Source: an optimization exercise on an open RTL-to-GDS flow (aim: small area, a short achievable clock period and few clock cycles per item). Production flows keep margins and buffers that such runs may drop. Only simulation tests tie the RTL to the original design; equivalence was not proved. No activity file was given, so power comes from the tool's default toggle rates.

## v12
==> flow/design.v (excerpt) <==
module MGT_01_mul_unit
(  
  input  logic signed [31:0]       multiplier_i, multiplicand_i,
  input  logic                     clk_i, clk_en_i,                
  input  logic                     rst_n_i,                        
  input  logic [1:0]               operation_i,
  output logic signed [31:0]       result_o,
  output logic                     valid_o
);
  localparam int K = 3;
  logic [31:0]     b_q;       
  logic            bs_q;      
  logic            mul_q;     
  logic [2:0]      cnt_q;
  logic            valid_q;
  logic            first_q;   
  logic [5:0]       one_q, two_q, neg_q;    
  logic [33:0]     s_q, c_q;  
  logic [11:0]     ls_q, lc_q;   
  logic            cl_q;      
  logic [31:0]     res_q;
  always_ff @(posedge clk_i) begin
    b_q    <= multiplicand_i;
    bs_q   <= (operation_i == 2'b01) & multiplicand_i[31];
    mul_q  <= (operation_i == 2'b00);
  end
  logic [35:0] x;
  ...
export LEC_CHECK = 0
export ABC_CLOCK_PERIOD_IN_PS = 3000
export CAP_MARGIN = 20
export CORE_MARGIN = 2
export CORE_UTILIZATION = 55
export PLACE_DENSITY = 0.65
export SLEW_MARGIN = 20
export SYNTH_HIERARCHICAL = 1
export SYNTH_MINIMUM_KEEP_SIZE = 0
create_clock -name core_clock -period 10.0 [get_ports {clk_i}]
standard.sh (not shown) runs the stock make flow with config.mk's settings and CLKGATE_MAP_FILE= SYNTH_SCRIPT=/design/flow/synth_recipe.tcl, a recipe that flattens the netlist after the stock synthesis.
==> flow/flow/run.sh <==
#!/bin/bash
# Layout flow: the standard ORFS flow (standard.sh), with
#  - buf_1 cells as the port buffers (buffer_ports' default pick is a slow
#    delay cell); every input and output port still gets its own buffer
#  - the Booth rows' a22oi_2 gates from synthesis sized down to a22oi_1
#    (same function and pins); timing repair sizes up what it needs
#  - timing repair aiming at a setup margin below the clock period
# Each tool's output goes to synth.log and standard.log.
set -e
export BUFFER_PORTS_ARGS="-buffer_cell sky130_fd_sc_hd__buf_1"
export SETUP_SLACK_MARGIN=${MARGIN:-6.75}
RES=orfs/results/sky130hd/MGT_01_mul_unit/base
bash standard.sh $PWD/$RES/1_2_yosys.v > synth.log 2>&1
sed -i 's/sky130_fd_sc_hd__a22oi_2 /sky130_fd_sc_hd__a22oi_1 /' $RES/1_2_yosys.v
bash standard.sh > standard.log 2>&1
v12: no failed stages, no open violations at the end
Testbench counts of v12, summed over its fixed seeds: cycles 19,200, items 3,200.
Relative to v12, the following input files were edited for v31:
Settings: CTS_BUF_LIST now sky130_fd_sc_hd__clkbuf_8 sky130_fd_sc_hd__clkbuf_16, previously not set; ABC_CLOCK_PERIOD_IN_PS no longer set, was 3000.
Results
Comparing v31 against v12, there is no change at all in worst hold slack. Comparing v31 against v12, there is no change at all in register area. [compare] base=v12 new=v31: amount of wire on met2 after detailed routing stayed essentially flat, routed metal-1 wirelength stayed essentially flat. Comparing v12 against v31, there is no change at all in utilization. Between v12 and v31, the final weighted congestion of routability-driven global placement does not differ in any meaningful way. Comparing v31 against v12, there is no change at all in area after synthesis. v12 → v31: part of the total power dissipated in the clock network shows no meaningful change, post-synthesis instance total roughly the same, depth of the worst register-to-register path held.
Input changes introduced in v54 (baseline for comparison: v31):
Settings: CTS_BUF_LIST no longer set, was sky130_fd_sc_hd__clkbuf_8 sky130_fd_sc_hd__clkbuf_16.
-- flow/flow/run.sh --
<<< v31, line 11
export SETUP_SLACK_MARGIN=${MARGIN:-6.75}
>>> v54, line 11
export SETUP_SLACK_MARGIN=${MARGIN:-7}
## What came out
Final design instance area without fill: v54 and v31 compared, lower one is v31
Die area: v31 vs v54 identical
Relative to v31, clock power share has gone down in v54.
Of v54 and v31, v31 shows the lower fraction of power spent switching nets, with v54 above it.
v31 → v54: maximum frequency from static timing analysis shows a reduction of 0.0028 GHz; minimum setup slack after placement now smaller; fraction of standard cell area that is sequential fell 0.94 points; post-route worst setup slack went down; number of antenna violations at the first check in global routing went down 1.
For v40, these inputs were changed with respect to v54:
Settings: PLACE_DENSITY changed from 0.65 to 0.8; CORE_UTILIZATION changed from 55 to 70.
-- flow/flow/run.sh --
<<< v54, line 11
export SETUP_SLACK_MARGIN=${MARGIN:-7}
>>> v40, line 11
export SETUP_SLACK_MARGIN=${MARGIN:-6.75}
==> comparison <==
| first-pass GRT wire length | v40 vs v54 | 4.2% lower |. On critical path data required time, v54 and v40 are basically level. Measured against each other, v54 and v40 differ in portion of the layout cell area used by non-clock buffers, the higher figure coming from v54. Going from v54 to v40, routing usage on met1 moved up, area overhead of the layout relative to synthesis moved down, first-iteration DRC count moved up, final clock period utilization by the worst path moved up. Delta(power density relative to cell area, v40 - v54) > 0. Higher fraction of power spent switching nets among v54 and v40: v40. | peak clock frequency supported by timing | v40 vs v54 | worse |. Summary: final design instance area without fill, v40 better than v54.

## what the ideal ports hide
The results above use ideal ports. As a check the final layouts listed here were re-extracted and re-timed, cells and wires unchanged. Step 1 assumes that a clkbuf_16 drives the clock port and a buf_2 every other input. Step 2 times the ports against the registers' clock, not the clock port: input delays grow and output delays shrink by t, the midpoint of the rising clock arrivals with the driver on. Three values: ideal, step 1, step 2; two values: the first two.
run	shift t [ns]	setup slack, ns	worst setup path after step 2
v12	0.482	6.792 / 6.792 / 6.403	input to register
v31	0.482	6.792 / 6.792 / 6.403	input to register
v54	0.494	6.763 / 6.763 / 6.396	input to register
v40	0.488	6.717 / 6.717 / 6.369	input to register
After both steps setup and hold are still met in every run listed.
